This design comes from an exercise in tuning for small area, a short achievable clock period and few clock cycles per item on the open sky130 flow, not from production work.
Where RTL was checked, it was by simulation tests only, not by an equivalence proof against the original.
Function not checked in run 2: the RTL went through the layout flow alone.
Power and IR drop assume default switching activity.

==> flow/design.v, too long to show whole: its modules and the start of the top module <==
// module mul_fa: 4 lines
// module mul_ha: 4 lines
// module mul: 1725 lines
module mul (
    input wire clk,
    input wire reset,
    input wire rd_en,
    input wire wr_en,
    input wire [31:0] wr_data_1,
    input wire [31:0] wr_data_2,
    output wire [63:0] rd_data,
    output reg wr_ready,
    output reg rd_ready,
    output reg rd_val
);
  // ...
==> flow/flow/run.sh <==
#!/bin/bash
set -euo pipefail
MARGIN=6.5
bash standard.sh SETUP_SLACK_MARGIN=$MARGIN finish > standard_flow.log 2>&1
==> flow/standard.sh <==
#!/bin/bash
# synth_recipe.tcl (not shown) runs the flow's synth.tcl, then flattens the netlist and writes it again
# the make line also repeats each setting of config.mk as NAME=value (left out here)
make -C /OpenROAD-flow-scripts/flow DESIGN_CONFIG=/design/flow/config.mk WORK_HOME=/design/flow/orfs CLKGATE_MAP_FILE= SYNTH_SCRIPT=/design/flow/synth_recipe.tcl "${@:-finish}"
==> flow/config.mk <==
export PLATFORM = sky130hd
export DESIGN_NAME = mul
export DESIGN_NICKNAME = mul
export VERILOG_FILES = /design/flow/design.v
export SDC_FILE = /design/flow/constraint.sdc
export NUM_CORES = 4
export LEC_CHECK = 0
export ABC_AREA = 1
export CAP_MARGIN = 20
export CORE_MARGIN = 2
export CORE_UTILIZATION = 40
export SLEW_MARGIN = 20
export SYNTH_HIERARCHICAL = 1
==> flow/constraint.sdc <==
create_clock -name core_clock -period 11.0 [get_ports {clk}]
set_input_delay 2.2000 -clock core_clock [delete_from_list [all_inputs] [get_ports {clk}]]
set_output_delay 2.2000 -clock core_clock [all_outputs]
set_load 0.01 [all_outputs]
==> metrics.md, run 1 <==
| Metric | Value |
|---|---|
| Worst Setup Start Kind | register |
| Placer Congestion | 0.964 |
| Logic inverters | around 460 |
| Share of layout cells above drive strength 1 | 7.03% |
| Vias in the first global route | around 30,000 |
| DR vias | a little under 30,000 |
| Final HPWL DP | ~86,000 um |
| Main combinational cell family by area after synthesis | adder cells |
| Core area | 91,700 um2 |
| Signal buffers share of area | between 5 and 6% |
| Leakage | 17.9 nW |
| Actual slew at the worst max-slew pin | 0.987 ns |
| Via-to-Cell Ratio | about 5.7 |
| Iter 0 DRT Violations | approximately 3,200 |
| Commonest cells after routing, fill and taps aside | 770 x nand2_1, 570 x xor2_1, 496 x o22ai_1, 480 x fa_1, 415 x inv_1 |
| Mux share of post-synthesis cell area | less than 1% |
| Rel. slew slack | 34.1% |
| Arrival @ worst endpoint | between 4 and 5 ns |
| Die ar. | 95,000 um2 |
| Seq power | ~2.8 mW |
| RR Startpoint | e1[3] |
| Largest registers | p3: 64 flops, x2: 64 flops, y2: 63 flops |
| Die H | 308 um |
| Max-cap violations | 0 |
| Power share of the combinational group | 70.4% |
| Sw frac | between 40% and 50% |
| Status | complete, no violations |
| Area leader, netlist | edfxtp_1 |
| Clock Network Area Fraction | around 3.2% |
| Area occupied by multi-input gates | between 20,000 and 25,000 um2 |
| Met3 wire len | roughly 15,000 um |
| P per Cell Area | roughly 340 nW/um2 |
| Num tapcells | between 1,000 and 1,500 |
| Post-Route M1 WL | just over 50,000 um |
| Crit path to | y2[31] |
| Top power group | combinational cells |
| Final setup TNS | 0 ns |
Testbench counts, summed over its fixed seeds: cycles 536, items 512.
==> run 2, diff against run 1 <==
--- a/flow/design.v
+++ b/flow/design.v
@@ -18,34 +18,33 @@
     output reg rd_ready,
     output reg rd_val
 );
     reg sk_v, v1, v2;
     reg [31:0] sk_a, sk_b;
     reg [31:0] a1;
     reg [15:0] e1, e2, en;    
     reg d16;                  
-    reg [63:0] x2, y2;
+    reg [187:0] cs2;       
     reg [63:0] p3;
     wire wfire = wr_en & wr_ready;
     wire en3 = ~rd_ready | rd_en;
     wire en2 = ~v2 | en3;
     wire en1 = ~v1 | en2;
     wire [31:0] b_in = sk_v ? sk_b : wr_data_2;
     wire [33:0] b_ext = {1'b0, b_in, 1'b0};
     reg [15:0] b_one, b_two, b_neg;
     integer k;
     always @(*)
         for (k = 0; k < 16; k = k + 1) begin
             b_one[k] = b_ext[2 * k + 1] ^ b_ext[2 * k];
             b_two[k] = (b_ext[2 * k + 2] & ~b_ext[2 * k + 1] & ~b_ext[2 * k])
                      | (~b_ext[2 * k + 2] & b_ext[2 * k + 1] & b_ext[2 * k]);
             b_neg[k] = b_ext[2 * k + 2];
         end
-    wire [63:0] x, y;
     wire [31:0] a = a1;
     wire t0 = ((e1[0] & a[0])) ^ en[0];
     wire t1 = ((e1[0] & a[1]) | (e2[0] & a[0])) ^ en[0];
     wire t2 = ((e1[0] & a[2]) | (e2[0] & a[1])) ^ en[0];
     wire t3 = ((e1[0] & a[3]) | (e2[0] & a[2])) ^ en[0];
     wire t4 = ((e1[0] & a[4]) | (e2[0] & a[3])) ^ en[0];
     wire t5 = ((e1[0] & a[5]) | (e2[0] & a[4])) ^ en[0];
     wire t6 = ((e1[0] & a[6]) | (e2[0] & a[5])) ^ en[0];
@@ -1557,177 +1556,547 @@
     wire t1512, t1513;
     mul_fa u1514 (t554, t1397, t1395, t1512, t1513);
     wire t1514, t1515;
     mul_fa u1516 (t1400, t522, t555, t1514, t1515);
     wire t1516, t1517;
     mul_fa u1518 (t524, t589, t1401, t1516, t1517);
     wire t1518, t1519;
     mul_ha u1520 (1'b1, t590, t1518, t1519);
+    wire [187:0] cs = {t591, t559, t1519, t557, t1518, t1517, t556, t1516, t1515, t1399, t1514, t1513, t1398, t1512, t1511, t1394, t1510, t1509, t1389, t1508, t1507, t1388, t1506, t1505, t1384, t1504, t1503, t1380, t1502, t1501, t1376, t1500, t1499, t1369, t1498, t1497, t1368, t1496, t1495, t1364, t1494, t1493, t1360, t1492, t1491, t1356, t1490, t1489, t1352, t1488, t1487, t1348, t1486, t1485, t1344, t1484, t1483, t1337, t1482, t1481, t1333, t1480, t1479, t1332, t1478, t1477, t1328, t1476, t1475, t1324, t1474, t1473, t1320, t1472, t1471, t1316, t1470, t1469, t1312, t1468, t1467, t1308, t1466, t1465, t1304, t1464, t1463, t1300, t1462, t1461, t1296, t1460, t1459, t1292, t1458, t1457, t1288, t1456, t1455, t1284, t1454, t1453, t1280, t1452, t1451, t1276, t1450, t1449, t1272, t1448, t1447, t1268, t1446, t1445, t1264, t1444, t1443, t1260, t1442, t1441, t1256, t1440, t1439, t1252, t1438, t1437, t1248, t1436, t1435, t1244, t1434, t1433, t1240, t1432, t1431, t1236, t1430, t1429, t1232, t1428, t1427, t1228, t1426, t1425, t1224, t1424, t1423, t1220, t1422, t1421, t1216, t1420, t1419, t1212, t1418, t1417, t1208, t1416, t1415, t1204, t1414, t1413, t1198, t1412, t1411, t1194, t1410, t1409, t1192, t1408, t1407, t1190, t1406, t1405, t71, t1404, t1403, t70, t37, t1402, t36, t3, t35, t2, t68, t1, t0, t33};
+    wire sk_v_n = en1 ? (sk_v & wfire) : (sk_v | wfire);
+    wire v1_n = en1 ? (sk_v | wfire) : v1;
+    wire v2_n = en2 ? v1 : v2;
+    wire v3_n = en3 ? v2 : rd_ready;
+    always @(posedge clk) begin
+        if (reset) begin
+            sk_v <= 1'b0;
+            v1 <= 1'b0;
+            v2 <= 1'b0;
+            rd_ready <= 1'b0;
+            wr_ready <= 1'b1;
+            rd_val <= 1'b0;
+        end else begin
+            sk_v <= sk_v_n;
+            v1 <= v1_n;
+            v2 <= v2_n;
+            rd_ready <= v3_n;
+            wr_ready <= ~(sk_v_n & v1_n & v2_n & v3_n);
+            if (rd_en)
+                rd_val <= rd_ready;
+        end
+    end
+    always @(posedge clk) begin
+        if (wfire) begin
+            sk_a <= wr_data_1;
+            sk_b <= wr_data_2;
+        end
+        if (en1) begin
+            a1 <= sk_v ? sk_a : wr_data_1;
+            e1 <= b_one;
+            e2 <= b_two;
+            en <= b_neg;
+            d16 <= b_in[31];
+        end
+        if (en2) begin
+            cs2 <= cs;
+        end
+        if (en3)
+            p3 <= ps;
+    end
     wire t1520, t1521;
-    mul_ha u1522 (t68, t2, t1520, t1521);
+    mul_ha u1522 (cs2[3], cs2[4], t1520, t1521);
     wire t1522, t1523;
-    mul_ha u1524 (t3, t36, t1522, t1523);
+    mul_ha u1524 (cs2[6], cs2[7], t1522, t1523);
     wire t1524, t1525;
-    mul_fa u1526 (t37, t70, t1402, t1524, t1525);
+    mul_fa u1526 (cs2[8], cs2[9], cs2[10], t1524, t1525);
     wire t1526, t1527;
-    mul_fa u1528 (t71, t1403, t1404, t1526, t1527);
+    mul_fa u1528 (cs2[11], cs2[12], cs2[13], t1526, t1527);
     wire t1528, t1529;
-    mul_fa u1530 (t1405, t1190, t1406, t1528, t1529);
+    mul_fa u1530 (cs2[14], cs2[15], cs2[16], t1528, t1529);
     wire t1530, t1531;
-    mul_fa u1532 (t1192, t1407, t1408, t1530, t1531);
+    mul_fa u1532 (cs2[17], cs2[18], cs2[19], t1530, t1531);
     wire t1532, t1533;
-    mul_fa u1534 (t1194, t1409, t1410, t1532, t1533);
+    mul_fa u1534 (cs2[20], cs2[21], cs2[22], t1532, t1533);
     wire t1534, t1535;
-    mul_fa u1536 (t1198, t1411, t1412, t1534, t1535);
+    mul_fa u1536 (cs2[23], cs2[24], cs2[25], t1534, t1535);
     wire t1536, t1537;
-    mul_fa u1538 (t1204, t1413, t1414, t1536, t1537);
+    mul_fa u1538 (cs2[26], cs2[27], cs2[28], t1536, t1537);
     wire t1538, t1539;
-    mul_fa u1540 (t1208, t1415, t1416, t1538, t1539);
+    mul_fa u1540 (cs2[29], cs2[30], cs2[31], t1538, t1539);
     wire t1540, t1541;
-    mul_fa u1542 (t1212, t1417, t1418, t1540, t1541);
+    mul_fa u1542 (cs2[32], cs2[33], cs2[34], t1540, t1541);
     wire t1542, t1543;
-    mul_fa u1544 (t1216, t1419, t1420, t1542, t1543);
+    mul_fa u1544 (cs2[35], cs2[36], cs2[37], t1542, t1543);
     wire t1544, t1545;
-    mul_fa u1546 (t1220, t1421, t1422, t1544, t1545);
+    mul_fa u1546 (cs2[38], cs2[39], cs2[40], t1544, t1545);
     wire t1546, t1547;
-    mul_fa u1548 (t1224, t1423, t1424, t1546, t1547);
+    mul_fa u1548 (cs2[41], cs2[42], cs2[43], t1546, t1547);
     wire t1548, t1549;
-    mul_fa u1550 (t1228, t1425, t1426, t1548, t1549);
+    mul_fa u1550 (cs2[44], cs2[45], cs2[46], t1548, t1549);
     wire t1550, t1551;
-    mul_fa u1552 (t1232, t1427, t1428, t1550, t1551);
+    mul_fa u1552 (cs2[47], cs2[48], cs2[49], t1550, t1551);
     wire t1552, t1553;
-    mul_fa u1554 (t1236, t1429, t1430, t1552, t1553);
+    mul_fa u1554 (cs2[50], cs2[51], cs2[52], t1552, t1553);
     wire t1554, t1555;
-    mul_fa u1556 (t1240, t1431, t1432, t1554, t1555);
+    mul_fa u1556 (cs2[53], cs2[54], cs2[55], t1554, t1555);
     wire t1556, t1557;
-    mul_fa u1558 (t1244, t1433, t1434, t1556, t1557);
+    mul_fa u1558 (cs2[56], cs2[57], cs2[58], t1556, t1557);
     wire t1558, t1559;
-    mul_fa u1560 (t1248, t1435, t1436, t1558, t1559);
+    mul_fa u1560 (cs2[59], cs2[60], cs2[61], t1558, t1559);
     wire t1560, t1561;
-    mul_fa u1562 (t1252, t1437, t1438, t1560, t1561);
+    mul_fa u1562 (cs2[62], cs2[63], cs2[64], t1560, t1561);
     wire t1562, t1563;
-    mul_fa u1564 (t1256, t1439, t1440, t1562, t1563);
+    mul_fa u1564 (cs2[65], cs2[66], cs2[67], t1562, t1563);
     wire t1564, t1565;
-    mul_fa u1566 (t1260, t1441, t1442, t1564, t1565);
+    mul_fa u1566 (cs2[68], cs2[69], cs2[70], t1564, t1565);
     wire t1566, t1567;
-    mul_fa u1568 (t1264, t1443, t1444, t1566, t1567);
+    mul_fa u1568 (cs2[71], cs2[72], cs2[73], t1566, t1567);
     wire t1568, t1569;
-    mul_fa u1570 (t1268, t1445, t1446, t1568, t1569);
+    mul_fa u1570 (cs2[74], cs2[75], cs2[76], t1568, t1569);
     wire t1570, t1571;
-    mul_fa u1572 (t1272, t1447, t1448, t1570, t1571);
+    mul_fa u1572 (cs2[77], cs2[78], cs2[79], t1570, t1571);
     wire t1572, t1573;
-    mul_fa u1574 (t1276, t1449, t1450, t1572, t1573);
+    mul_fa u1574 (cs2[80], cs2[81], cs2[82], t1572, t1573);
     wire t1574, t1575;
-    mul_fa u1576 (t1280, t1451, t1452, t1574, t1575);
+    mul_fa u1576 (cs2[83], cs2[84], cs2[85], t1574, t1575);
     wire t1576, t1577;
-    mul_fa u1578 (t1284, t1453, t1454, t1576, t1577);
+    mul_fa u1578 (cs2[86], cs2[87], cs2[88], t1576, t1577);
     wire t1578, t1579;
-    mul_fa u1580 (t1288, t1455, t1456, t1578, t1579);
+    mul_fa u1580 (cs2[89], cs2[90], cs2[91], t1578, t1579);
     wire t1580, t1581;
-    mul_fa u1582 (t1292, t1457, t1458, t1580, t1581);
+    mul_fa u1582 (cs2[92], cs2[93], cs2[94], t1580, t1581);
     wire t1582, t1583;
-    mul_fa u1584 (t1296, t1459, t1460, t1582, t1583);
+    mul_fa u1584 (cs2[95], cs2[96], cs2[97], t1582, t1583);
     wire t1584, t1585;
-    mul_fa u1586 (t1300, t1461, t1462, t1584, t1585);
+    mul_fa u1586 (cs2[98], cs2[99], cs2[100], t1584, t1585);
     wire t1586, t1587;
-    mul_fa u1588 (t1304, t1463, t1464, t1586, t1587);
+    mul_fa u1588 (cs2[101], cs2[102], cs2[103], t1586, t1587);
     wire t1588, t1589;
-    mul_fa u1590 (t1308, t1465, t1466, t1588, t1589);
+    mul_fa u1590 (cs2[104], cs2[105], cs2[106], t1588, t1589);
     wire t1590, t1591;
-    mul_fa u1592 (t1312, t1467, t1468, t1590, t1591);
+    mul_fa u1592 (cs2[107], cs2[108], cs2[109], t1590, t1591);
     wire t1592, t1593;
-    mul_fa u1594 (t1316, t1469, t1470, t1592, t1593);
+    mul_fa u1594 (cs2[110], cs2[111], cs2[112], t1592, t1593);
     wire t1594, t1595;
-    mul_fa u1596 (t1320, t1471, t1472, t1594, t1595);
+    mul_fa u1596 (cs2[113], cs2[114], cs2[115], t1594, t1595);
     wire t1596, t1597;
-    mul_fa u1598 (t1324, t1473, t1474, t1596, t1597);
+    mul_fa u1598 (cs2[116], cs2[117], cs2[118], t1596, t1597);
     wire t1598, t1599;
-    mul_fa u1600 (t1328, t1476, t1475, t1598, t1599);
+    mul_fa u1600 (cs2[119], cs2[120], cs2[121], t1598, t1599);
     wire t1600, t1601;
-    mul_fa u1602 (t1332, t1477, t1478, t1600, t1601);
+    mul_fa u1602 (cs2[122], cs2[123], cs2[124], t1600, t1601);
     wire t1602, t1603;
-    mul_fa u1604 (t1333, t1480, t1479, t1602, t1603);
+    mul_fa u1604 (cs2[125], cs2[126], cs2[127], t1602, t1603);
     wire t1604, t1605;
-    mul_fa u1606 (t1337, t1482, t1481, t1604, t1605);
+    mul_fa u1606 (cs2[128], cs2[129], cs2[130], t1604, t1605);
     wire t1606, t1607;
-    mul_fa u1608 (t1344, t1483, t1484, t1606, t1607);
+    mul_fa u1608 (cs2[131], cs2[132], cs2[133], t1606, t1607);
     wire t1608, t1609;
-    mul_fa u1610 (t1348, t1485, t1486, t1608, t1609);
+    mul_fa u1610 (cs2[134], cs2[135], cs2[136], t1608, t1609);
     wire t1610, t1611;
-    mul_fa u1612 (t1352, t1487, t1488, t1610, t1611);
+    mul_fa u1612 (cs2[137], cs2[138], cs2[139], t1610, t1611);
     wire t1612, t1613;
-    mul_fa u1614 (t1356, t1489, t1490, t1612, t1613);
+    mul_fa u1614 (cs2[140], cs2[141], cs2[142], t1612, t1613);
     wire t1614, t1615;
-    mul_fa u1616 (t1360, t1491, t1492, t1614, t1615);
+    mul_fa u1616 (cs2[143], cs2[144], cs2[145], t1614, t1615);
     wire t1616, t1617;
-    mul_fa u1618 (t1364, t1493, t1494, t1616, t1617);
+    mul_fa u1618 (cs2[146], cs2[147], cs2[148], t1616, t1617);
     wire t1618, t1619;
-    mul_fa u1620 (t1368, t1495, t1496, t1618, t1619);
+    mul_fa u1620 (cs2[149], cs2[150], cs2[151], t1618, t1619);
     wire t1620, t1621;
-    mul_fa u1622 (t1369, t1498, t1497, t1620, t1621);
+    mul_fa u1622 (cs2[152], cs2[153], cs2[154], t1620, t1621);
     wire t1622, t1623;
-    mul_fa u1624 (t1376, t1499, t1500, t1622, t1623);
+    mul_fa u1624 (cs2[155], cs2[156], cs2[157], t1622, t1623);
     wire t1624, t1625;
-    mul_fa u1626 (t1380, t1501, t1502, t1624, t1625);
+    mul_fa u1626 (cs2[158], cs2[159], cs2[160], t1624, t1625);
     wire t1626, t1627;
-    mul_fa u1628 (t1384, t1503, t1504, t1626, t1627);
+    mul_fa u1628 (cs2[161], cs2[162], cs2[163], t1626, t1627);
     wire t1628, t1629;
-    mul_fa u1630 (t1388, t1505, t1506, t1628, t1629);
+    mul_fa u1630 (cs2[164], cs2[165], cs2[166], t1628, t1629);
     wire t1630, t1631;
-    mul_fa u1632 (t1389, t1508, t1507, t1630, t1631);
+    mul_fa u1632 (cs2[167], cs2[168], cs2[169], t1630, t1631);
     wire t1632, t1633;
-    mul_fa u1634 (t1394, t1509, t1510, t1632, t1633);
+    mul_fa u1634 (cs2[170], cs2[171], cs2[172], t1632, t1633);
     wire t1634, t1635;
-    mul_fa u1636 (t1398, t1511, t1512, t1634, t1635);
+    mul_fa u1636 (cs2[173], cs2[174], cs2[175], t1634, t1635);
     wire t1636, t1637;
-    mul_fa u1638 (t1399, t1514, t1513, t1636, t1637);
+    mul_fa u1638 (cs2[176], cs2[177], cs2[178], t1636, t1637);
     wire t1638, t1639;
-    mul_fa u1640 (t556, t1516, t1515, t1638, t1639);
+    mul_fa u1640 (cs2[179], cs2[180], cs2[181], t1638, t1639);
     wire t1640, t1641;
-    mul_fa u1642 (t1518, t557, t1517, t1640, t1641);
+    mul_fa u1642 (cs2[182], cs2[183], cs2[184], t1640, t1641);
     wire t1642, t1643;
-    mul_fa u1644 (t559, t591, t1519, t1642, t1643);
-    assign x = {t1642, t1640, t1638, t1635, t1633, t1632, t1629, t1627, t1625, t1623, t1622, t1619, t1618, t1615, t1613, t1611, t1609, t1607, t1606, t1604, t1601, t1599, t1597, t1595, t1593, t1591, t1589, t1587, t1585, t1583, t1581, t1579, t1577, t1575, t1573, t1571, t1569, t1567, t1565, t1563, t1561, t1559, t1557, t1555, t1553, t1551, t1549, t1547, t1545, t1543, t1541, t1539, t1537, t1535, t1533, t1531, t1529, t1527, t1525, t1523, t1521, t35, t1, t33};
-    assign y = {t1641, t1639, t1637, t1636, t1634, t1631, t1630, t1628, t1626, t1624, t1621, t1620, t1617, t1616, t1614, t1612, t1610, t1608, t1605, t1603, t1602, t1600, t1598, t1596, t1594, t1592, t1590, t1588, t1586, t1584, t1582, t1580, t1578, t1576, t1574, t1572, t1570, t1568, t1566, t1564, t1562, t1560, t1558, t1556, t1554, t1552, t1550, t1548, t1546, t1544, t1542, t1540, t1538, t1536, t1534, t1532, t1530, t1528, t1526, t1524, t1522, t1520, 1'b0, t0};
-    wire sk_v_n = en1 ? (sk_v & wfire) : (sk_v | wfire);
-    wire v1_n = en1 ? (sk_v | wfire) : v1;
-    wire v2_n = en2 ? v1 : v2;
-    wire v3_n = en3 ? v2 : rd_ready;
-    always @(posedge clk) begin
-        if (reset) begin
-            sk_v <= 1'b0;
-            v1 <= 1'b0;
-            v2 <= 1'b0;
-            rd_ready <= 1'b0;
-            wr_ready <= 1'b1;
-            rd_val <= 1'b0;
-        end else begin
-            sk_v <= sk_v_n;
-            v1 <= v1_n;
-            v2 <= v2_n;
-            rd_ready <= v3_n;
-            wr_ready <= ~(sk_v_n & v1_n & v2_n & v3_n);
-            if (rd_en)
-                rd_val <= rd_ready;
-        end
-    end
-    always @(posedge clk) begin
-        if (wfire & (sk_v | ~en1)) begin
-            sk_a <= wr_data_1;
-            sk_b <= wr_data_2;
-        end
-        if (en1) begin
-            a1 <= sk_v ? sk_a : wr_data_1;
-            e1 <= b_one;
-            e2 <= b_two;
-            en <= b_neg;
-            d16 <= b_in[31];
-        end
-        if (en2) begin
-            x2 <= x;
-            y2 <= y;
-        end
-        if (en3)
-            p3 <= x2 + y2;
-    end
+    mul_fa u1644 (cs2[185], cs2[186], cs2[187], t1642, t1643);
+    wire [63:0] x3 = {t1641, t1639, t1637, t1635, t1633, t1631, t1629, t1627, t1625, t1623, t1621, t1619, t1617, t1615, t1613, t1611, t1609, t1607, t1605, t1603, t1601, t1599, t1597, t1595, t1593, t1591, t1589, t1587, t1585, t1583, t1581, t1579, t1577, t1575, t1573, t1571, t1569, t1567, t1565, t1563, t1561, t1559, t1557, t1555, t1553, t1551, t1549, t1547, t1545, t1543, t1541, t1539, t1537, t1535, t1533, t1531, t1529, t1527, t1525, t1523, t1521, t1520, cs2[2], cs2[0]};
+    wire [63:0] y3 = {t1642, t1640, t1638, t1636, t1634, t1632, t1630, t1628, t1626, t1624, t1622, t1620, t1618, t1616, t1614, t1612, t1610, t1608, t1606, t1604, t1602, t1600, t1598, t1596, t1594, t1592, t1590, t1588, t1586, t1584, t1582, t1580, t1578, t1576, t1574, t1572, t1570, t1568, t1566, t1564, t1562, t1560, t1558, t1556, t1554, t1552, t1550, t1548, t1546, t1544, t1542, t1540, t1538, t1536, t1534, t1532, t1530, t1528, t1526, t1524, t1522, cs2[5], 1'b0, cs2[1]};
+    wire cg0_0 = x3[0] & y3[0];
+    wire cp0_0 = x3[0] ^ y3[0];
+    wire cg1_1 = x3[1] & y3[1];
+    wire cp1_1 = x3[1] ^ y3[1];
+    wire cg2_2 = x3[2] & y3[2];
+    wire cp2_2 = x3[2] ^ y3[2];
+    wire cg3_3 = x3[3] & y3[3];
+    wire cp3_3 = x3[3] ^ y3[3];
+    wire cg4_4 = x3[4] & y3[4];
+    wire cp4_4 = x3[4] ^ y3[4];
+    wire cg5_5 = x3[5] & y3[5];
+    wire cp5_5 = x3[5] ^ y3[5];
+    wire cg6_6 = x3[6] & y3[6];
+    wire cp6_6 = x3[6] ^ y3[6];
+    wire cg7_7 = x3[7] & y3[7];
+    wire cp7_7 = x3[7] ^ y3[7];
+    wire cg8_8 = x3[8] & y3[8];
+    wire cp8_8 = x3[8] ^ y3[8];
+    wire cg9_9 = x3[9] & y3[9];
+    wire cp9_9 = x3[9] ^ y3[9];
+    wire cg10_10 = x3[10] & y3[10];
+    wire cp10_10 = x3[10] ^ y3[10];
+    wire cg11_11 = x3[11] & y3[11];
+    wire cp11_11 = x3[11] ^ y3[11];
+    wire cg12_12 = x3[12] & y3[12];
+    wire cp12_12 = x3[12] ^ y3[12];
+    wire cg13_13 = x3[13] & y3[13];
+    wire cp13_13 = x3[13] ^ y3[13];
+    wire cg14_14 = x3[14] & y3[14];
+    wire cp14_14 = x3[14] ^ y3[14];
+    wire cg15_15 = x3[15] & y3[15];
+    wire cp15_15 = x3[15] ^ y3[15];
+    wire cg16_16 = x3[16] & y3[16];
+    wire cp16_16 = x3[16] ^ y3[16];
+    wire cg17_17 = x3[17] & y3[17];
+    wire cp17_17 = x3[17] ^ y3[17];
+    wire cg18_18 = x3[18] & y3[18];
+    wire cp18_18 = x3[18] ^ y3[18];
+    wire cg19_19 = x3[19] & y3[19];
+    wire cp19_19 = x3[19] ^ y3[19];
+    wire cg20_20 = x3[20] & y3[20];
+    wire cp20_20 = x3[20] ^ y3[20];
+    wire cg21_21 = x3[21] & y3[21];
+    wire cp21_21 = x3[21] ^ y3[21];
+    wire cg22_22 = x3[22] & y3[22];
+    wire cp22_22 = x3[22] ^ y3[22];
+    wire cg23_23 = x3[23] & y3[23];
+    wire cp23_23 = x3[23] ^ y3[23];
+    wire cg24_24 = x3[24] & y3[24];
+    wire cp24_24 = x3[24] ^ y3[24];
+    wire cg25_25 = x3[25] & y3[25];
+    wire cp25_25 = x3[25] ^ y3[25];
+    wire cg26_26 = x3[26] & y3[26];
+    wire cp26_26 = x3[26] ^ y3[26];
+    wire cg27_27 = x3[27] & y3[27];
+    wire cp27_27 = x3[27] ^ y3[27];
+    wire cg28_28 = x3[28] & y3[28];
+    wire cp28_28 = x3[28] ^ y3[28];
+    wire cg29_29 = x3[29] & y3[29];
+    wire cp29_29 = x3[29] ^ y3[29];
+    wire cg30_30 = x3[30] & y3[30];
+    wire cp30_30 = x3[30] ^ y3[30];
+    wire cg31_31 = x3[31] & y3[31];
+    wire cp31_31 = x3[31] ^ y3[31];
+    wire cg32_32 = x3[32] & y3[32];
+    wire cp32_32 = x3[32] ^ y3[32];
+    wire cg33_33 = x3[33] & y3[33];
+    wire cp33_33 = x3[33] ^ y3[33];
+    wire cg34_34 = x3[34] & y3[34];
+    wire cp34_34 = x3[34] ^ y3[34];
+    wire cg35_35 = x3[35] & y3[35];
+    wire cp35_35 = x3[35] ^ y3[35];
+    wire cg36_36 = x3[36] & y3[36];
+    wire cp36_36 = x3[36] ^ y3[36];
+    wire cg37_37 = x3[37] & y3[37];
+    wire cp37_37 = x3[37] ^ y3[37];
+    wire cg38_38 = x3[38] & y3[38];
+    wire cp38_38 = x3[38] ^ y3[38];
+    wire cg39_39 = x3[39] & y3[39];
+    wire cp39_39 = x3[39] ^ y3[39];
+    wire cg40_40 = x3[40] & y3[40];
+    wire cp40_40 = x3[40] ^ y3[40];
+    wire cg41_41 = x3[41] & y3[41];
+    wire cp41_41 = x3[41] ^ y3[41];
+    wire cg42_42 = x3[42] & y3[42];
+    wire cp42_42 = x3[42] ^ y3[42];
+    wire cg43_43 = x3[43] & y3[43];
+    wire cp43_43 = x3[43] ^ y3[43];
+    wire cg44_44 = x3[44] & y3[44];
+    wire cp44_44 = x3[44] ^ y3[44];
+    wire cg45_45 = x3[45] & y3[45];
+    wire cp45_45 = x3[45] ^ y3[45];
+    wire cg46_46 = x3[46] & y3[46];
+    wire cp46_46 = x3[46] ^ y3[46];
+    wire cg47_47 = x3[47] & y3[47];
+    wire cp47_47 = x3[47] ^ y3[47];
+    wire cg48_48 = x3[48] & y3[48];
+    wire cp48_48 = x3[48] ^ y3[48];
+    wire cg49_49 = x3[49] & y3[49];
+    wire cp49_49 = x3[49] ^ y3[49];
+    wire cg50_50 = x3[50] & y3[50];
+    wire cp50_50 = x3[50] ^ y3[50];
+    wire cg51_51 = x3[51] & y3[51];
+    wire cp51_51 = x3[51] ^ y3[51];
+    wire cg52_52 = x3[52] & y3[52];
+    wire cp52_52 = x3[52] ^ y3[52];
+    wire cg53_53 = x3[53] & y3[53];
+    wire cp53_53 = x3[53] ^ y3[53];
+    wire cg54_54 = x3[54] & y3[54];
+    wire cp54_54 = x3[54] ^ y3[54];
+    wire cg55_55 = x3[55] & y3[55];
+    wire cp55_55 = x3[55] ^ y3[55];
+    wire cg56_56 = x3[56] & y3[56];
+    wire cp56_56 = x3[56] ^ y3[56];
+    wire cg57_57 = x3[57] & y3[57];
+    wire cp57_57 = x3[57] ^ y3[57];
+    wire cg58_58 = x3[58] & y3[58];
+    wire cp58_58 = x3[58] ^ y3[58];
+    wire cg59_59 = x3[59] & y3[59];
+    wire cp59_59 = x3[59] ^ y3[59];
+    wire cg60_60 = x3[60] & y3[60];
+    wire cp60_60 = x3[60] ^ y3[60];
+    wire cg61_61 = x3[61] & y3[61];
+    wire cp61_61 = x3[61] ^ y3[61];
+    wire cg62_62 = x3[62] & y3[62];
+    wire cp62_62 = x3[62] ^ y3[62];
+    wire cg63_63 = x3[63] & y3[63];
+    wire cp63_63 = x3[63] ^ y3[63];
+    wire cg1_0 = cg1_1 | (cp1_1 & cg0_0);
+    wire cg3_2 = cg3_3 | (cp3_3 & cg2_2);
+    wire cp3_2 = cp3_3 & cp2_2;
+    wire cg5_4 = cg5_5 | (cp5_5 & cg4_4);
+    wire cp5_4 = cp5_5 & cp4_4;
+    wire cg7_6 = cg7_7 | (cp7_7 & cg6_6);
+    wire cp7_6 = cp7_7 & cp6_6;
+    wire cg9_8 = cg9_9 | (cp9_9 & cg8_8);
+    wire cp9_8 = cp9_9 & cp8_8;
+    wire cg11_10 = cg11_11 | (cp11_11 & cg10_10);
+    wire cp11_10 = cp11_11 & cp10_10;
+    wire cg13_12 = cg13_13 | (cp13_13 & cg12_12);
+    wire cp13_12 = cp13_13 & cp12_12;
+    wire cg15_14 = cg15_15 | (cp15_15 & cg14_14);
+    wire cp15_14 = cp15_15 & cp14_14;
+    wire cg17_16 = cg17_17 | (cp17_17 & cg16_16);
+    wire cp17_16 = cp17_17 & cp16_16;
+    wire cg19_18 = cg19_19 | (cp19_19 & cg18_18);
+    wire cp19_18 = cp19_19 & cp18_18;
+    wire cg21_20 = cg21_21 | (cp21_21 & cg20_20);
+    wire cp21_20 = cp21_21 & cp20_20;
+    wire cg23_22 = cg23_23 | (cp23_23 & cg22_22);
+    wire cp23_22 = cp23_23 & cp22_22;
+    wire cg25_24 = cg25_25 | (cp25_25 & cg24_24);
+    wire cp25_24 = cp25_25 & cp24_24;
+    wire cg27_26 = cg27_27 | (cp27_27 & cg26_26);
+    wire cp27_26 = cp27_27 & cp26_26;
+    wire cg29_28 = cg29_29 | (cp29_29 & cg28_28);
+    wire cp29_28 = cp29_29 & cp28_28;
+    wire cg31_30 = cg31_31 | (cp31_31 & cg30_30);
+    wire cp31_30 = cp31_31 & cp30_30;
+    wire cg33_32 = cg33_33 | (cp33_33 & cg32_32);
+    wire cp33_32 = cp33_33 & cp32_32;
+    wire cg35_34 = cg35_35 | (cp35_35 & cg34_34);
+    wire cp35_34 = cp35_35 & cp34_34;
+    wire cg37_36 = cg37_37 | (cp37_37 & cg36_36);
+    wire cp37_36 = cp37_37 & cp36_36;
+    wire cg39_38 = cg39_39 | (cp39_39 & cg38_38);
+    wire cp39_38 = cp39_39 & cp38_38;
+    wire cg41_40 = cg41_41 | (cp41_41 & cg40_40);
+    wire cp41_40 = cp41_41 & cp40_40;
+    wire cg43_42 = cg43_43 | (cp43_43 & cg42_42);
+    wire cp43_42 = cp43_43 & cp42_42;
+    wire cg45_44 = cg45_45 | (cp45_45 & cg44_44);
+    wire cp45_44 = cp45_45 & cp44_44;
+    wire cg47_46 = cg47_47 | (cp47_47 & cg46_46);
+    wire cp47_46 = cp47_47 & cp46_46;
+    wire cg49_48 = cg49_49 | (cp49_49 & cg48_48);
+    wire cp49_48 = cp49_49 & cp48_48;
+    wire cg51_50 = cg51_51 | (cp51_51 & cg50_50);
+    wire cp51_50 = cp51_51 & cp50_50;
+    wire cg53_52 = cg53_53 | (cp53_53 & cg52_52);
+    wire cp53_52 = cp53_53 & cp52_52;
+    wire cg55_54 = cg55_55 | (cp55_55 & cg54_54);
+    wire cp55_54 = cp55_55 & cp54_54;
+    wire cg57_56 = cg57_57 | (cp57_57 & cg56_56);
+    wire cp57_56 = cp57_57 & cp56_56;
+    wire cg59_58 = cg59_59 | (cp59_59 & cg58_58);
+    wire cp59_58 = cp59_59 & cp58_58;
+    wire cg61_60 = cg61_61 | (cp61_61 & cg60_60);
+    wire cp61_60 = cp61_61 & cp60_60;
+    wire cg63_62 = cg63_63 | (cp63_63 & cg62_62);
+    wire cp63_62 = cp63_63 & cp62_62;
+    wire cg3_0 = cg3_2 | (cp3_2 & cg1_0);
+    wire cg7_4 = cg7_6 | (cp7_6 & cg5_4);
+    wire cp7_4 = cp7_6 & cp5_4;
+    wire cg11_8 = cg11_10 | (cp11_10 & cg9_8);
+    wire cp11_8 = cp11_10 & cp9_8;
+    wire cg15_12 = cg15_14 | (cp15_14 & cg13_12);
+    wire cp15_12 = cp15_14 & cp13_12;
+    wire cg19_16 = cg19_18 | (cp19_18 & cg17_16);
+    wire cp19_16 = cp19_18 & cp17_16;
+    wire cg23_20 = cg23_22 | (cp23_22 & cg21_20);
+    wire cp23_20 = cp23_22 & cp21_20;
+    wire cg27_24 = cg27_26 | (cp27_26 & cg25_24);
+    wire cp27_24 = cp27_26 & cp25_24;
+    wire cg31_28 = cg31_30 | (cp31_30 & cg29_28);
+    wire cp31_28 = cp31_30 & cp29_28;
+    wire cg35_32 = cg35_34 | (cp35_34 & cg33_32);
+    wire cp35_32 = cp35_34 & cp33_32;
+    wire cg39_36 = cg39_38 | (cp39_38 & cg37_36);
+    wire cp39_36 = cp39_38 & cp37_36;
+    wire cg43_40 = cg43_42 | (cp43_42 & cg41_40);
+    wire cp43_40 = cp43_42 & cp41_40;
+    wire cg47_44 = cg47_46 | (cp47_46 & cg45_44);
+    wire cp47_44 = cp47_46 & cp45_44;
+    wire cg51_48 = cg51_50 | (cp51_50 & cg49_48);
+    wire cp51_48 = cp51_50 & cp49_48;
+    wire cg55_52 = cg55_54 | (cp55_54 & cg53_52);
+    wire cp55_52 = cp55_54 & cp53_52;
+    wire cg59_56 = cg59_58 | (cp59_58 & cg57_56);
+    wire cp59_56 = cp59_58 & cp57_56;
+    wire cg63_60 = cg63_62 | (cp63_62 & cg61_60);
+    wire cp63_60 = cp63_62 & cp61_60;
+    wire cg7_0 = cg7_4 | (cp7_4 & cg3_0);
+    wire cg15_8 = cg15_12 | (cp15_12 & cg11_8);
+    wire cp15_8 = cp15_12 & cp11_8;
+    wire cg23_16 = cg23_20 | (cp23_20 & cg19_16);
+    wire cp23_16 = cp23_20 & cp19_16;
+    wire cg31_24 = cg31_28 | (cp31_28 & cg27_24);
+    wire cp31_24 = cp31_28 & cp27_24;
+    wire cg39_32 = cg39_36 | (cp39_36 & cg35_32);
+    wire cp39_32 = cp39_36 & cp35_32;
+    wire cg47_40 = cg47_44 | (cp47_44 & cg43_40);
+    wire cp47_40 = cp47_44 & cp43_40;
+    wire cg55_48 = cg55_52 | (cp55_52 & cg51_48);
+    wire cp55_48 = cp55_52 & cp51_48;
+    wire cg63_56 = cg63_60 | (cp63_60 & cg59_56);
+    wire cp63_56 = cp63_60 & cp59_56;
+    wire cg15_0 = cg15_8 | (cp15_8 & cg7_0);
+    wire cg31_16 = cg31_24 | (cp31_24 & cg23_16);
+    wire cp31_16 = cp31_24 & cp23_16;
+    wire cg47_32 = cg47_40 | (cp47_40 & cg39_32);
+    wire cp47_32 = cp47_40 & cp39_32;
+    wire cg63_48 = cg63_56 | (cp63_56 & cg55_48);
+    wire cp63_48 = cp63_56 & cp55_48;
+    wire cg31_0 = cg31_16 | (cp31_16 & cg15_0);
+    wire cg63_32 = cg63_48 | (cp63_48 & cg47_32);
+    wire cp63_32 = cp63_48 & cp47_32;
+    wire cg63_0 = cg63_32 | (cp63_32 & cg31_0);
+    wire cg47_0 = cg47_32 | (cp47_32 & cg31_0);
+    wire cg23_0 = cg23_16 | (cp23_16 & cg15_0);
+    wire cg39_0 = cg39_32 | (cp39_32 & cg31_0);
+    wire cg55_0 = cg55_48 | (cp55_48 & cg47_0);
+    wire cg11_0 = cg11_8 | (cp11_8 & cg7_0);
+    wire cg19_0 = cg19_16 | (cp19_16 & cg15_0);
+    wire cg27_0 = cg27_24 | (cp27_24 & cg23_0);
+    wire cg35_0 = cg35_32 | (cp35_32 & cg31_0);
+    wire cg43_0 = cg43_40 | (cp43_40 & cg39_0);
+    wire cg51_0 = cg51_48 | (cp51_48 & cg47_0);
+    wire cg59_0 = cg59_56 | (cp59_56 & cg55_0);
+    wire cg5_0 = cg5_4 | (cp5_4 & cg3_0);
+    wire cg9_0 = cg9_8 | (cp9_8 & cg7_0);
+    wire cg13_0 = cg13_12 | (cp13_12 & cg11_0);
+    wire cg17_0 = cg17_16 | (cp17_16 & cg15_0);
+    wire cg21_0 = cg21_20 | (cp21_20 & cg19_0);
+    wire cg25_0 = cg25_24 | (cp25_24 & cg23_0);
+    wire cg29_0 = cg29_28 | (cp29_28 & cg27_0);
+    wire cg33_0 = cg33_32 | (cp33_32 & cg31_0);
+    wire cg37_0 = cg37_36 | (cp37_36 & cg35_0);
+    wire cg41_0 = cg41_40 | (cp41_40 & cg39_0);
+    wire cg45_0 = cg45_44 | (cp45_44 & cg43_0);
+    wire cg49_0 = cg49_48 | (cp49_48 & cg47_0);
+    wire cg53_0 = cg53_52 | (cp53_52 & cg51_0);
+    wire cg57_0 = cg57_56 | (cp57_56 & cg55_0);
+    wire cg61_0 = cg61_60 | (cp61_60 & cg59_0);
+    wire cg2_0 = cg2_2 | (cp2_2 & cg1_0);
+    wire cg4_0 = cg4_4 | (cp4_4 & cg3_0);
+    wire cg6_0 = cg6_6 | (cp6_6 & cg5_0);
+    wire cg8_0 = cg8_8 | (cp8_8 & cg7_0);
+    wire cg10_0 = cg10_10 | (cp10_10 & cg9_0);
+    wire cg12_0 = cg12_12 | (cp12_12 & cg11_0);
+    wire cg14_0 = cg14_14 | (cp14_14 & cg13_0);
+    wire cg16_0 = cg16_16 | (cp16_16 & cg15_0);
+    wire cg18_0 = cg18_18 | (cp18_18 & cg17_0);
+    wire cg20_0 = cg20_20 | (cp20_20 & cg19_0);
+    wire cg22_0 = cg22_22 | (cp22_22 & cg21_0);
+    wire cg24_0 = cg24_24 | (cp24_24 & cg23_0);
+    wire cg26_0 = cg26_26 | (cp26_26 & cg25_0);
+    wire cg28_0 = cg28_28 | (cp28_28 & cg27_0);
+    wire cg30_0 = cg30_30 | (cp30_30 & cg29_0);
+    wire cg32_0 = cg32_32 | (cp32_32 & cg31_0);
+    wire cg34_0 = cg34_34 | (cp34_34 & cg33_0);
+    wire cg36_0 = cg36_36 | (cp36_36 & cg35_0);
+    wire cg38_0 = cg38_38 | (cp38_38 & cg37_0);
+    wire cg40_0 = cg40_40 | (cp40_40 & cg39_0);
+    wire cg42_0 = cg42_42 | (cp42_42 & cg41_0);
+    wire cg44_0 = cg44_44 | (cp44_44 & cg43_0);
+    wire cg46_0 = cg46_46 | (cp46_46 & cg45_0);
+    wire cg48_0 = cg48_48 | (cp48_48 & cg47_0);
+    wire cg50_0 = cg50_50 | (cp50_50 & cg49_0);
+    wire cg52_0 = cg52_52 | (cp52_52 & cg51_0);
+    wire cg54_0 = cg54_54 | (cp54_54 & cg53_0);
+    wire cg56_0 = cg56_56 | (cp56_56 & cg55_0);
+    wire cg58_0 = cg58_58 | (cp58_58 & cg57_0);
+    wire cg60_0 = cg60_60 | (cp60_60 & cg59_0);
+    wire cg62_0 = cg62_62 | (cp62_62 & cg61_0);
+    wire [63:0] ps;
+    assign ps[0] = cp0_0;
+    assign ps[1] = cp1_1 ^ cg0_0;
+    assign ps[2] = cp2_2 ^ cg1_0;
+    assign ps[3] = cp3_3 ^ cg2_0;
+    assign ps[4] = cp4_4 ^ cg3_0;
+    assign ps[5] = cp5_5 ^ cg4_0;
+    assign ps[6] = cp6_6 ^ cg5_0;
+    assign ps[7] = cp7_7 ^ cg6_0;
+    assign ps[8] = cp8_8 ^ cg7_0;
+    assign ps[9] = cp9_9 ^ cg8_0;
+    assign ps[10] = cp10_10 ^ cg9_0;
+    assign ps[11] = cp11_11 ^ cg10_0;
+    assign ps[12] = cp12_12 ^ cg11_0;
+    assign ps[13] = cp13_13 ^ cg12_0;
+    assign ps[14] = cp14_14 ^ cg13_0;
+    assign ps[15] = cp15_15 ^ cg14_0;
+    assign ps[16] = cp16_16 ^ cg15_0;
+    assign ps[17] = cp17_17 ^ cg16_0;
+    assign ps[18] = cp18_18 ^ cg17_0;
+    assign ps[19] = cp19_19 ^ cg18_0;
+    assign ps[20] = cp20_20 ^ cg19_0;
+    assign ps[21] = cp21_21 ^ cg20_0;
+    assign ps[22] = cp22_22 ^ cg21_0;
+    assign ps[23] = cp23_23 ^ cg22_0;
+    assign ps[24] = cp24_24 ^ cg23_0;
+    assign ps[25] = cp25_25 ^ cg24_0;
+    assign ps[26] = cp26_26 ^ cg25_0;
+    assign ps[27] = cp27_27 ^ cg26_0;
+    assign ps[28] = cp28_28 ^ cg27_0;
+    assign ps[29] = cp29_29 ^ cg28_0;
+    assign ps[30] = cp30_30 ^ cg29_0;
+    assign ps[31] = cp31_31 ^ cg30_0;
+    assign ps[32] = cp32_32 ^ cg31_0;
+    assign ps[33] = cp33_33 ^ cg32_0;
+    assign ps[34] = cp34_34 ^ cg33_0;
+    assign ps[35] = cp35_35 ^ cg34_0;
+    assign ps[36] = cp36_36 ^ cg35_0;
+    assign ps[37] = cp37_37 ^ cg36_0;
+    assign ps[38] = cp38_38 ^ cg37_0;
+    assign ps[39] = cp39_39 ^ cg38_0;
+    assign ps[40] = cp40_40 ^ cg39_0;
+    assign ps[41] = cp41_41 ^ cg40_0;
+    assign ps[42] = cp42_42 ^ cg41_0;
+    assign ps[43] = cp43_43 ^ cg42_0;
+    assign ps[44] = cp44_44 ^ cg43_0;
+    assign ps[45] = cp45_45 ^ cg44_0;
+    assign ps[46] = cp46_46 ^ cg45_0;
+    assign ps[47] = cp47_47 ^ cg46_0;
+    assign ps[48] = cp48_48 ^ cg47_0;
+    assign ps[49] = cp49_49 ^ cg48_0;
+    assign ps[50] = cp50_50 ^ cg49_0;
+    assign ps[51] = cp51_51 ^ cg50_0;
+    assign ps[52] = cp52_52 ^ cg51_0;
+    assign ps[53] = cp53_53 ^ cg52_0;
+    assign ps[54] = cp54_54 ^ cg53_0;
+    assign ps[55] = cp55_55 ^ cg54_0;
+    assign ps[56] = cp56_56 ^ cg55_0;
+    assign ps[57] = cp57_57 ^ cg56_0;
+    assign ps[58] = cp58_58 ^ cg57_0;
+    assign ps[59] = cp59_59 ^ cg58_0;
+    assign ps[60] = cp60_60 ^ cg59_0;
+    assign ps[61] = cp61_61 ^ cg60_0;
+    assign ps[62] = cp62_62 ^ cg61_0;
+    assign ps[63] = cp63_63 ^ cg62_0;
     assign rd_data = p3;
 endmodule
==> flow/flow/run.sh (replaced) <==
#!/bin/bash
set -euo pipefail
MARGIN=7.0
bash standard.sh SETUP_SLACK_MARGIN=$MARGIN finish > standard_flow.log 2>&1
==> metrics.md, run 2 <==
| Metric | Value |
|---|---|
| Most used DFF post-synth | edfxtp_1 |
| Area leader, netlist | edfxtp_1 |
| Commonest non-fill, non-tap cell in the layout | xor2_1 |
| Commonest cells after routing, fill and taps aside | 563 x xor2_1, 509 x fa_1, 496 x o22ai_1, 396 x edfxtp_1, 232 x nand2_1 |
| Placed Cells | 4,115 |
| Worst reg2reg setup slack | a little over 7 ns |
| Row count | about 110 |
| Vias in the first global route | 25,400 (-14%) |
| EDFF count, synth | slightly below 400 |
| Most flops, register | cs2 |
| Leakage | 16.0 nW (-11%) |
| Critical Path Sink Type | register |
| Core area | 88,200 um2 (-3.7%) |
| Largest registers | cs2: 188 flops, p3: 64 flops |
| Mux share of post-synthesis cell area | 0.422% (-0.12 points) |
| WL per Instance | between 20 and 30 um |
| Final Non-Filler Cells | between 4,000 and 5,000 |
| Simple-Gate Fraction of Synth Area | between 3 and 4% |
| DR vias | 24,400 (-16%) |
| Post-Route WL | 109,000 um |
| Final cycle utilization of the critical path | 36.0% |
| Worst slack at placement | 5.65 ns |
| Rel. slew slack | 43.1% (+9.0 points) |
| Gate Count Post-Synth | roughly 3,000 |
| Residual DRC count | 0 |
| Max FFs per register | roughly 190 |
| Worst Hold End | rd_val |
| FFs w/ async S/R, synth | 0% |
| Most frequent cell after synthesis | xor2_1 |
| Mapped cell area | roughly 36,000 um2 |
| Minimum clock period | about 4 ns |
| Synth top area share | 33.4% |
| CTS Buffer Depth | 3 |
| Top cells by area, synth | edfxtp_1 33%, fa_1 29%, xor2_1 14%, o22ai_1 8.7%, ha_1 3.8% |
| First-pass DRT Iterations | 7 |
| Final setup TNS | 0 ns (unchanged) |
| Crit-path max FO | 31 |
| Synth top cells by count | 565 x xor2_1, 511 x fa_1, 496 x o22ai_1 |
| Starting Density | 40.3% |
| Final Net Count | between 3,000 and 4,000 |
| Actual slew at the worst max-slew pin | 0.853 ns (-0.134 ns) |
| Clock skew | approximately 0.061 ns |
| Clock sink count | about 400 |
| Max Slew Vio Count | 0 |
| Main combinational cell family by area after synthesis | adder cells |
| Synth warn | 7 |
| Compound-gate portion of the synthesized area | approximately a tenth |
| Critical R2R Capture | cs2[96] |
| RSZ-0062 raised after global routing | yes |
| Worst Setup Start Kind | register |
| Number of cells on the worst hold path | 2 |
| Hold_sp | rd_val |
| Die ar. | 91,400 um2 (-3.8%) |
| Status | complete, no violations |
| CTS Buf Count | 46 |
| Max rail drop VDD | between 100 and 150 uV |
| Register-to-Register Path Depth | 9 |
| Share of layout cells above drive strength 1 | 7.43% (+0.40 points) |
| Arrival @ worst endpoint | 4.27 ns (-0.45 ns) |
| Final hold vios | 0 |
| Antenna violations before repair | 3 |
| Post-synthesis adder-cell area fraction | around 33% |
| Placer Congestion | 0.887 (-8.0%) |
| CTS clock-pin slew for the worst setup and hold paths | around 0.06 ns |
| Synth Area in XOR/XNOR | 14.1% |
| Post-synthesis cell type count | slightly above 40 |
| Mean Syn Cell Area | about 12 um2 |
| HP Class | reg -> reg |
| I/O pin cnt | around 140 |
| Clock latency (worst-skew pair) | roughly 0.63 ns |
| WP data required | roughly 11 ns |
| Die H | 302 um (-1.9%) |
| First-pass GRT wire length | between 150,000 and 200,000 um |
| Setup CP Type | reg -> reg |
| Final HPWL DP | 68,900 um (-20%) |
| Largest net degree at the start of global routing | 76 |
| Grt ovf | 0 |
| # setup viols final | 0 |
| Fill count | 8,033 |
| RR Startpoint | e1[1] |
| Post-route worst setup slack | roughly 7 ns |
| Achievable Freq | 252 MHz |
| Tot GR Track Use | between 20 and 25% |
| Iter 0 DRT Violations | 2,599 (-20%) |
| Die Width | 302 um |
| Routed Antenna Nets | 0 |
| Synth-to-Final Area Change | 12.7% |
| Via-to-Cell Ratio | 5.78 (+1.6%) |
| Synthesis-stage register bit count | approximately 400 |
| CTS root buf | clkbuf_16 |
| P per Cell Area | 314 nW/um2 (-7.6%) |
| Max-cap violations | 0 (unchanged) |
| Overall Power | about 13 mW |
| CTS tree | done |
| Port buffer count | 134 |
| H-Tree Depth | 2 |
| Sequential area share after synthesis | between 30% and 40% |
run 2: cell types whose count changed in the layout (fill, tap and decap cells not counted), moves of 13 or more:
| cell | change |
|---|---|
| buf_4 | -23 |
| fa_1 | +29 |
| edfxtp_1 | +61 |
| nand2_1 | -538 |
| inv_1 | -245 |
| mux2i_2 | -13 |
| nand3_1 | -35 |
| a21oi_1 | -23 |
| mux2i_1 | +13 |
| nor2_1 | -81 |
run 2: worst max-delay path: stages, from the launching register on:
cell      delay (ns)
edfxtp_1        0.38
inv_1           0.06
buf_4           0.38
o22ai_1         0.15
xor2_1          0.20
fa_1            0.49
fa_1            0.64
fa_1            0.46
fa_1            0.43
fa_1            0.45
run 2: power by group:
group | total [mW] | internal [mW] | switching (mW)
Sequential | 3.14 | 2.91 | 0.225
Combinational | 7.89 | 3.42 | 4.47
Clock | 1.58 | 0.918 | 0.666
run 2: how the worst max path moves through the flow:
stage,start,to,slack (ns)
2_1_floorplan,rd_en,cs2[0],6.92
3_5_place_dp,rd_en,cs2[106],5.65
3_3_place_gp,rd_en,cs2[108],5.65
5_1_grt,e1[1],cs2[96],6.96
6_report,e1[1],cs2[96],7.04
4_1_cts,rd_ready,rd_ready,6.87
run 2: repair_timing:
action	4_1_cts	5_1_grt
setup endpoints to repair	249	216
buffers inserted	8	11
hold buffers	0	0
gates resized for setup	26	68
pin swaps	2	0
cloned	3	0
run 2: Yosys stat by module, one instance, submodules excluded:
| module | copies in the design | flip-flops and latches |
|---|---|---|
| mul_fa | 480 | 0 |
| mul_ha | 46 | 0 |
| mul | 1 | 402 |
run 2: cell families (layout without fill, tap and decap cells):
kind of cell | Yosys count | count (layout)
AO/OA/AOI/OAI | 576 | 576
XOR/XNOR | 575 | 575
adder cells (fa/ha/maj) | 619 | 619
buffers and inverters | 464 | 515
flip-flops | 402 | 402
multiplexers | 15 | 15
other | 1 | 18
AND/OR/NAND/NOR | 335 | 338
run 2: per-stage QoR:
step	hold slack (ns)	area [um2]	util [%]
after floorplan	0.424	35700	-
after global placement	0.470	38100	43.2
after detailed placement	0.463	38100	43.2
after CTS	0.472	39800	45.1
after global routing	0.494	40100	45.5
final	0.468	40100	45.5
run 2: routing by layer:
metal  wire, um  share of wire [%]  GRT usage [%]  up-vias
met4       4520                4.1           9.51        4
li1           -                  -              -    10300
met2      48800                 45           36.5     1516
met5         27              0.025              0        -
met3      13200                 12           8.55      281
met1      42600                 39           31.7    12300
run 2: layout make-up:
class                   instances  area, um2  share of cell area, %
diodes                          2       5.00                 0.0125
well taps                    1165       1460                   3.63
inverters                     193        754                   1.88
repair buffers                238       2410                   6.00
clock buffers                  55       1180                   2.95
multi-input cells            2139      22000                   54.7
flip-flops and latches        402      12000                   29.9
clock inverters                29        349                  0.870

-- afterwards: timing with drivers on the ports --
Ports are ideal in the flow. The routed layouts listed here were re-timed in OpenROAD. Step 1, drivers: a clkbuf_16 drives clk and a buf_2 each remaining input, both assumed. Step 2 times the ports against the registers' clock, not the clock port: input delays grow and output delays shrink by t, the midpoint of the rising clock arrivals with the driver on. Three values: no drivers, after step 1, after step 2; two values: the first two.
run | t, ns | slack for setup (ns) | hold WS [ns] | slew at the worst register clock pin (ns) | cell pins on the clock port's net
run 1 | 0.647 | 6.592 / 6.592 / 6.161 | 0.513 / 0.513 / 0.513 | 0.06 / 0.06 | 1
run 2 | 0.665 | 7.038 / 7.038 / 6.632 | 0.468 / 0.468 / 0.468 | 0.07 / 0.07 | 1
After both steps every run listed still meets setup and hold. For run 1, which loses most, drivers alone change the setup slack by 0.000 ns; drivers and shift together by -0.431 ns.
